This is an optimization exercise on Yosys and OpenROAD, whose aim is small area, a short achievable clock period and few clock cycles per item, not a production implementation.
Only the layout flow was run in this run; the RTL was not checked for function there.

==> flow/design.v <==
`timescale 1ns / 1ps
module k_table(
    input [5:0] round,
    output reg [31:0] constant
    );
    always @*
    begin
    case (round)
        6'h00 : constant <= 32'h428a2f98;
        6'h01 : constant <= 32'h71374491;
        6'h02 : constant <= 32'hb5c0fbcf;
        6'h03 : constant <= 32'he9b5dba5;
        6'h04 : constant <= 32'h3956c25b;
        6'h05 : constant <= 32'h59f111f1;
        6'h06 : constant <= 32'h923f82a4;
        6'h07 : constant <= 32'hab1c5ed5;
        6'h08 : constant <= 32'hd807aa98;
        6'h09 : constant <= 32'h12835b01;
        6'h0a : constant <= 32'h243185be;
        6'h0b : constant <= 32'h550c7dc3;
        6'h0c : constant <= 32'h72be5d74;
        6'h0d : constant <= 32'h80deb1fe;
        6'h0e : constant <= 32'h9bdc06a7;
        6'h0f : constant <= 32'hc19bf174;
        6'h10 : constant <= 32'he49b69c1;
        6'h11 : constant <= 32'hefbe4786;
        6'h12 : constant <= 32'h0fc19dc6;
        6'h13 : constant <= 32'h240ca1cc;
        6'h14 : constant <= 32'h2de92c6f;
        6'h15 : constant <= 32'h4a7484aa;
        6'h16 : constant <= 32'h5cb0a9dc;
        6'h17 : constant <= 32'h76f988da;
        6'h18 : constant <= 32'h983e5152;
        6'h19 : constant <= 32'ha831c66d;
        6'h1a : constant <= 32'hb00327c8;
        6'h1b : constant <= 32'hbf597fc7;
        6'h1c : constant <= 32'hc6e00bf3;
        6'h1d : constant <= 32'hd5a79147;
        6'h1e : constant <= 32'h06ca6351;
        6'h1f : constant <= 32'h14292967;
        6'h20 : constant <= 32'h27b70a85;
        6'h21 : constant <= 32'h2e1b2138;
        6'h22 : constant <= 32'h4d2c6dfc;
        6'h23 : constant <= 32'h53380d13;
        6'h24 : constant <= 32'h650a7354;
        6'h25 : constant <= 32'h766a0abb;
        6'h26 : constant <= 32'h81c2c92e;
        6'h27 : constant <= 32'h92722c85;
        6'h28 : constant <= 32'ha2bfe8a1;
        6'h29 : constant <= 32'ha81a664b;
        6'h2a : constant <= 32'hc24b8b70;
        6'h2b : constant <= 32'hc76c51a3;
        6'h2c : constant <= 32'hd192e819;
        6'h2d : constant <= 32'hd6990624;
        6'h2e : constant <= 32'hf40e3585;
        6'h2f : constant <= 32'h106aa070;
        6'h30 : constant <= 32'h19a4c116;
        6'h31 : constant <= 32'h1e376c08;
        6'h32 : constant <= 32'h2748774c;
        6'h33 : constant <= 32'h34b0bcb5;
        6'h34 : constant <= 32'h391c0cb3;
        6'h35 : constant <= 32'h4ed8aa4a;
        6'h36 : constant <= 32'h5b9cca4f;
        6'h37 : constant <= 32'h682e6ff3;
        6'h38 : constant <= 32'h748f82ee;
        6'h39 : constant <= 32'h78a5636f;
        6'h3a : constant <= 32'h84c87814;
        6'h3b : constant <= 32'h8cc70208;
        6'h3c : constant <= 32'h90befffa;
        6'h3d : constant <= 32'ha4506ceb;
        6'h3e : constant <= 32'hbef9a3f7;
        default: constant <= 32'hc67178f2;
endcase
end
endmodule
`timescale 1ns / 1ps
module sha_round(start_state, round_constant, message, result);
input [255:0] start_state;
input [31:0] round_constant;
input [31:0] message;
output [255:0] result;
wire [31:0] a;
wire [31:0] b;
wire [31:0] c;
wire [31:0] d;
wire [31:0] e;
wire [31:0] f;
wire [31:0] g;
wire [31:0] h;
wire [31:0] a_out;
wire [31:0] b_out;
wire [31:0] c_out;
wire [31:0] d_out;
wire [31:0] e_out;
wire [31:0] f_out;
wire [31:0] g_out;
wire [31:0] h_out;
wire [31:0]ch;
wire [31:0]ma;
wire [31:0]sum0;
wire [31:0]sum1;
wire [31:0] temp;
assign a = start_state[255:224];
assign b = start_state[223:192];
assign c = start_state[191:160];
assign d = start_state[159:128];
assign e = start_state[127:96];
assign f = start_state[95:64];
assign g = start_state[63:32];
assign h = start_state[31:0];
assign ch = (e & f) ^ (~e & g);
assign ma = (a & b) ^ (a & c) ^ (b & c);
assign sum0 = {a[1:0], a[31:2]} ^ {a[12:0], a[31:13]} ^ {a[21:0], a[31:22]};
assign sum1 = {e[5:0], e[31:6]} ^ {e[10:0], e[31:11]} ^ {e[24:0], e[31:25]};
assign temp = h + round_constant + message + ch + sum1;
assign a_out = temp + ma + sum0;
assign b_out = a;
assign c_out = b;
assign d_out = c;
assign e_out = d + temp;
assign f_out = e;
assign g_out = f;
assign h_out = g;
assign result = {a_out, b_out, c_out, d_out, e_out, f_out, g_out, h_out};
endmodule
`timescale 1ns / 1ps
module message_schedule(addr_a, addr_b, addr_c, addr_d, a, b, c, d, round, message);
output [5:0] addr_a;
output [5:0] addr_b;
output [5:0] addr_c;
output [5:0] addr_d;
input [5:0] round;
input [31:0] a;
input [31:0] b;
input [31:0] c;
input [31:0] d;
output [31:0] message;
wire [31:0] s0;
wire [31:0] s1;
assign s0 = {a[6:0], a[31:7]} ^ {a[17:0], a[31:18]} ^ {3'b0, a[31:3]};
assign s1 = {b[16:0], b[31:17]} ^ {b[18:0], b[31:19]} ^ {10'b0, b[31:10]};
assign addr_a = (round < 6'd16) ? round : round - 15;
assign addr_b = round - 2;
assign addr_c = round - 16;
assign addr_d = round - 7;
assign message = (round < 16) ? a : c + s0 + d + s1;
endmodule
`timescale 1ns / 1ps
module sha_core(
    input [255:0] start_state,
    input start,
    input clk,
    input [511:0] input_message,
    input rst,
    output [255:0] result,
    output done
    );
    reg state;
    reg [255:0] current_state;
    reg [5:0] round;
    reg [31:0] message_state [0:15];
    wire [31:0] round_constant;
    wire [255:0] output_state;
    wire [31:0] current_message;
    wire [31:0] word_a;
    wire [31:0] word_b;
    wire [31:0] word_c;
    wire [31:0] word_d;
    wire [5:0] addr_a;
    wire [5:0] addr_b;
    wire [5:0] addr_c;
    wire [5:0] addr_d;
    wire [31:0] message_chunk [0:15];
    wire [31:0] combined_result_chunk [0:7];
    wire [255:0] combined_result;
    generate
    genvar i;
    for (i = 0; i < 16; i=i+1) assign message_chunk[i] = input_message[511 - i * 32: 512 - (i + 1) * 32];
    for (i = 0; i < 8; i=i+1)
    begin
        assign combined_result_chunk[i] = output_state[255 - i * 32: 256 - (i + 1) * 32] + start_state[255 - i * 32: 256 - (i + 1) * 32];
        assign result[255 - i * 32: 256 - (i + 1) * 32] = combined_result_chunk[i];
    end
    endgenerate
    assign word_a = (addr_a < 16) ? message_chunk[addr_a[3:0]] : message_state[addr_a[3:0]];
    assign word_b = (addr_b < 16) ? message_chunk[addr_b[3:0]] : message_state[addr_b[3:0]];
    assign word_c = (addr_c < 16) ? message_chunk[addr_c[3:0]] : message_state[addr_c[3:0]];
    assign word_d = (addr_d < 16) ? message_chunk[addr_d[3:0]] : message_state[addr_d[3:0]];
    assign done = (round == 6'b111111) ? 1 : 0;
    k_table constants (
        .round (round),
        .constant (round_constant)
    );
    sha_round core_op (
        .start_state (current_state),
        .result (output_state),
        .round_constant (round_constant),
        .message (current_message)
    );
    message_schedule messages (
        .addr_a (addr_a),
        .addr_b (addr_b),
        .addr_c (addr_c),
        .addr_d (addr_d),
        .a (word_a),
        .b (word_b),
        .c (word_c),
        .d (word_d),
        .message (current_message),
        .round(round)
    );
    always @ (posedge clk)
    begin
        if (!rst) begin
            state <= 0;
        end
        else begin
            case (state)
                1'b0 : begin
                    if (start) begin
                        state <= 1;
                        current_state <= start_state;
                        round <= 0;
                    end
                end
                1'b1 : begin
                    if (round == 6'b111111) begin
                        state <= 0;
                    end
                    else
                    begin
                        current_state <= output_state;
                        round <= round + 1;
                        if (round >= 16) begin
                            message_state[round[3:0]] <= current_message;
                        end
                    end
                end
            endcase
        end
    end
endmodule
`timescale 1ns / 1ps
module block_solver (
	input clk,     
	input rst_n,   
	input [255:0] midstate,
	input [95:0] header_leftovers,
	input [255:0] target,
	input [31:0] nonce_start,
	output [2:0] state_out,
	output [31:0] current_nonce
);
reg [2:0] state;
reg [31:0] nonce;
reg inner_valid;
reg [255:0] inner_hash;
reg [31:0] inner_nonce;
reg outer_valid;
reg [255:0] outer_hash;
reg [31:0] outer_nonce;
wire [255:0] reversed_hash;
wire [511:0] first_hash_start = {header_leftovers, nonce, 8'h80, 360'b0, 16'h0280};
wire [511:0] second_hash_start = {inner_hash, 8'h80, 232'b0, 16'h0100};
wire [255:0] sha_initial_values = {
	32'h6a09e667,
    32'hbb67ae85,
    32'h3c6ef372,
    32'ha54ff53a,
    32'h510e527f,
    32'h9b05688c,
    32'h1f83d9ab,
    32'h5be0cd19
};
wire [255:0] finished_inner;
wire [255:0] finished_outer;
wire inner_sha_done;
wire outer_sha_done;
wire inner_sha_start;
wire sha_start;
wire outer_sha_start;
sha_core inner_score(
	.clk(clk),
	.start_state  (midstate),
	.input_message(first_hash_start),
	.result       (finished_inner),
	.start        (inner_sha_start),
	.done         (inner_sha_done),
	.rst          (rst_n)
	);
sha_core outer_score(
	.clk          (clk),
	.start_state  (sha_initial_values),
	.input_message(second_hash_start),
	.result       (finished_outer),
	.start        (outer_sha_start),
	.done         (outer_sha_done),
	.rst          (rst_n)
	);
generate 
	genvar i;
	for (i = 0; i < 32; i=i+1)
	begin: something
		localparam integer j = 31 - i;
		assign reversed_hash[8 * (i + 1) - 1 : 8 * i] = outer_hash[8 * (j + 1) - 1 : 8 * j];
	end
endgenerate
parameter WORKING = 0;
parameter TRANSITION = 1;
parameter SOLUTION_FOUND = 2;
parameter NO_SOLUTION = 3;
assign state_out = state;
assign inner_sha_start = (state == TRANSITION && (!inner_valid || nonce != 0)) ? 1 : 0;
assign outer_sha_start = (state == TRANSITION && inner_valid) ? 1 : 0;
assign current_nonce = outer_nonce;
always @ (posedge clk)
begin
	if (!rst_n) begin
		nonce <= nonce_start;
		state <= TRANSITION;
		inner_valid <= 0;
		outer_valid <= 0;
	end
	else
	begin
		case (state)
			WORKING: begin
				if (inner_sha_done && (outer_sha_done || !inner_valid)) begin
					state <= TRANSITION;
					nonce <= nonce + 1;
					inner_nonce <= nonce;
					outer_nonce <= inner_nonce;
					inner_valid <= 1;
					outer_valid <= inner_valid;
					inner_hash  <= finished_inner;
					outer_hash  <= finished_outer;
				end
			end
			TRANSITION: begin
				if (reversed_hash < target && outer_valid) begin
					state <= SOLUTION_FOUND;
				end
				else if (outer_valid && outer_nonce == {32{1'b1}}) begin
					state <= NO_SOLUTION;
				end
				else begin
					state <= WORKING;
				end
			end
			default: begin
				state <= state;
			end
		endcase
	end
end
endmodule
==> flow/run.sh <==
#!/bin/bash
# synth_recipe.tcl (not shown) runs the flow's synth.tcl, then flattens the netlist and writes it again
# the make line also repeats each setting of config.mk as NAME=value (left out here)
make -C /OpenROAD-flow-scripts/flow DESIGN_CONFIG=/design/flow/config.mk WORK_HOME=/design/flow/orfs CLKGATE_MAP_FILE= SYNTH_SCRIPT=/design/flow/synth_recipe.tcl finish
==> flow/config.mk <==
export PLATFORM = sky130hd
export DESIGN_NAME = block_solver
export DESIGN_NICKNAME = block_solver
export VERILOG_FILES = /design/flow/design.v
export SDC_FILE = /design/flow/constraint.sdc
export NUM_CORES = 8
export LEC_CHECK = 0
export CAP_MARGIN = 20
export CORE_MARGIN = 2
export CORE_UTILIZATION = 40
export SLEW_MARGIN = 20
==> flow/constraint.sdc <==
create_clock -name core_clock -period 16.0 [get_ports {clk}]
set_input_delay 3.2000 -clock core_clock [delete_from_list [all_inputs] [get_ports {clk}]]
set_output_delay 3.2000 -clock core_clock [all_outputs]
set_load 0.01 [all_outputs]
==> summary.txt <==
Drt
  – DRC viols: 0
  – Final ANT Viol Nets: 0
  – First-pass iteration count of the detailed router: 13
  – Via count: 135,000
  – Drt total wl: a little over 700,000 microns
  – 1st-iter DRT viols: between 20,000 and 25,000
  – Vias per cell: around 6.5
  – DR WL/cell: 35.1 microns

Global route
  – Initial antenna violation count: 59
  – First-pass GRT wire length: 999,000 microns
  – Largest net degree at the start of global routing: 192
  – Total track usage: 0.330
  – Total gr overflow: 0
  – Vias in the first global route: 128,000

Placed design
  – Placed Cells: 20,200
  – Routability congestion estimate: 1.05
  – Port bufs: 675
  – Post-DP HPWL: 542,000 microns

STA
  – Post-layout min period: ~15 ns
  – Setup-failing EPs final: 0
  – F_max: 65.1 MHz
  – Hold violation total from the final report: 0
  – Clock skew: 0.0847 ns
  – Setup TNS Final: 0 ns
  – RSZ-0062 raised after global routing: false
  – Fin crit share: 0.960
  – Slew @ Worst Pin: 1.29 ns
  – Worst rel slew slack: 0.134
  – Slew Limit Fails: 0

Final layout
  – Post-route insts no fill: approximately 21,000
  – Fillcell total: 37,900
  – Commonest non-fill, non-tap cell in the layout: edfxtp_1
  – Share of layout cells above drive strength 1: 0.184
  – Nets: around 17,000
  – Most frequent cells in the layout: 2,156 x edfxtp_1, 1,210 x mux4_2, 884 x inv_1
  – Finished Core Util: 0.463
  – Area growth from synthesis to layout: 15.2%

Die
  – Initial Util: 0.402
  – # IOs: 677
  – Die area: around 0.43 sq mm
  – Die Span X: ~650 microns
  – Core area: 0.420 sq mm
  – Rows: roughly 240
  – Die span in y: 653 microns

CTS
  – CTS Buf Count: around 270
  – H-tree Lvls: 5
  – Clock sinks: 2,226
  – Clk Latency, worst-skew pair: 0.97 ns
  – Clk pin slew, worst setup/hold paths: 0.06 ns
  – CTS tree: yes
  – Clock Path Buffers: 4
  – Clock root cell: clkbuf_16

Worst setup path
  – Cell family with most CP delay: compound AO/OA/AOI/OAI gates
  – Startpoint Class: flop
  – CP Class: flop to flop
  – Crit path top cell by count: a21oi_1
  – Critical Path RT: roughly 17 ns
  – Slowest CP cell: and3_1
  – Crit path DAT: about 16 ns
  – Max FO, Critical Path: 13
  – CP Buf/Inv Count: 5
  – Max incr delay on CP: 0.89 ns
  – Crit end category: flop

Logic synthesis
  – Area contributors post-synth: edfxtp_1 38%, mux4_2 16%, ha_1 6.0%
  – Seq/Total Area, Yosys: 0.392
  – EDFF count, synth: approximately 2,200
  – Post-synthesis cell area: ~0.17 sq mm
  – Synthesis-stage register bit count: 2,226
  – Ys flop type: edfxtp_1
  – Mapped Cells: 14,200
  – Post-synth cell types: 95
  – Ys async rst share: 0
  – Syn nets: 16,000
  – Avg Cell Area, Syn: 11.9 sq um
  – Largest area contributor in the netlist: edfxtp_1
  – Yosys Warn Count: 3
  – Area share of the largest cell type after synthesis: 0.384

Status
  – Status: complete, no violations

Job
  – Max Cap Viol: 0

Worst hold path
  – Worst min-delay path category: flop to flop
==> final timing paths <==
check	start	endpoint	slack, ns	cells after the start
worst max-delay path	outer_score.round[3]$_DFFE_PP_	outer_hash[255]$_DFFE_PP_	0.65	48
worst min-delay path	inner_nonce[14]$_DFFE_PP_	outer_nonce[14]$_DFFE_PP_	0.41	0
worst max register to register	outer_score.round[3]$_DFFE_PP_	outer_hash[255]$_DFFE_PP_	0.65	48
worst min register to register	inner_nonce[14]$_DFFE_PP_	outer_nonce[14]$_DFFE_PP_	0.41	0
==> flip-flops by register name, indices dropped and copies added (netlist names) <==
name and flops:
inner_nonce 32, outer_score.current_state 256, outer_score.core_op.round_constant 32, state 2, outer_score.round 6, outer_hash 256, inner_score.core_op.round_constant 32, inner_score.current_state 256
nonce 32, inner_valid 1, outer_score.state 1, outer_score.message_state 512, outer_valid 1, inner_score.state 1, outer_nonce 32, inner_score.message_state 512
inner_score.round 6, inner_hash 256
==> per-layer routing <==
layer | vias to the layer above | GRT usage | share of wire
li1 | 56100 | - | -
met1 | 68000 | 0.436 | 0.38
met2 | 9200 | 0.500 | 0.44
met3 | 1854 | 0.0913 | 0.12
met4 | 38 | 0.164 | 0.062
met5 | - | 0 | 0.00036
==> synthesized netlist by cell type (79+ instances only) <==
cell type	number
edfxtp_1	2156
mux4_2	1210
inv_1	887
a21oi_1	875
nand2_1	871
xnor2_1	841
ha_1	809
clkbuf_1	738
o21ai_0	677
nor2_1	665
fa_1	382
xor2_1	334
mux2_2	303
a21o_1	298
a22oi_1	287
nand3_1	237
nand2b_1	210
and2_1	172
a222oi_1	171
buf_1	167
nand4_1	153
a31oi_1	150
nor3_1	144
o21a_1	114
nor2b_1	110
and3_1	106
o211ai_1	87
a211oi_1	79
==> cell families (layout without fill, tap and decap cells) <==
logic type / count (synthesis) / after routing / synth area share
AOI/OAI and AO/OA: 3280 / 3280 / 0.128
xor gates and xnor gates: 1191 / 1191 / 0.0629
adders and majority gates: 1247 / 1247 / 0.109
buffers and inverters: 1821 / 2748 / 0.0407
DFF: 2226 / 2226 / 0.392
muxes: 1591 / 1591 / 0.186
other: 1 / 28 / 0.0000222
and+or+nand+nor: 2857 / 2857 / 0.0813
==> metrics by stage <==
step	area (sq um)	worst slack (ns)	hold WS [ns]
global placement	185000	-0.382	0.402
finish	194000	0.645	0.407
floorplan	169000	0.00137	0.400
global route	194000	0.0137	0.423
detailed placement	185000	-0.227	0.405
CTS	194000	0.592	0.414
==> area by class of cell <==
class,count,area (sq um),area share
clock inverters,147,1610,0.00827
well taps,5520,6910,0.0356
clock buffers,335,7220,0.0372
multi-input cells,10200,96400,0.496
repair buffers,1371,12500,0.0644
diodes,27,67.6,0.000348
flip-flops and latches,2226,66200,0.341
inverters,895,3370,0.0174
==> what timing repair did <==
action / 4_1_cts / 5_1_grt
setup endpoints to repair: 0 / 17
buffers inserted: 0 / 7
hold buffers: 0 / 0
resized for setup: 0 / 17

re-timing with driven ports:
The results above use ideal ports. As a check the final layout listed here was re-extracted and re-timed, cells and wires unchanged. Step 1 (the two cells are an assumption about what drives the block):
set clk [get_ports {clk}]
set_driving_cell -lib_cell sky130_fd_sc_hd__clkbuf_16 $clk
set_driving_cell -lib_cell sky130_fd_sc_hd__buf_2 [delete_from_list [all_inputs] $clk]
Step 2 also shifts input and output timing later by t, the mid clock arrival at the registers, as if the neighbouring blocks saw the same clock. Slacks: ideal / step 1 / step 2; pairs: ideal / step 1.
shift t [ns]: 1.050
setup WS [ns]: 0.645 / 0.645 / -0.122
cell pins on the clock port's net: 1
Met with ideal ports but missed after step 2: setup timing in this run. For this run, drivers alone change the setup slack by 0.000 ns; drivers and shift together by -0.767 ns.
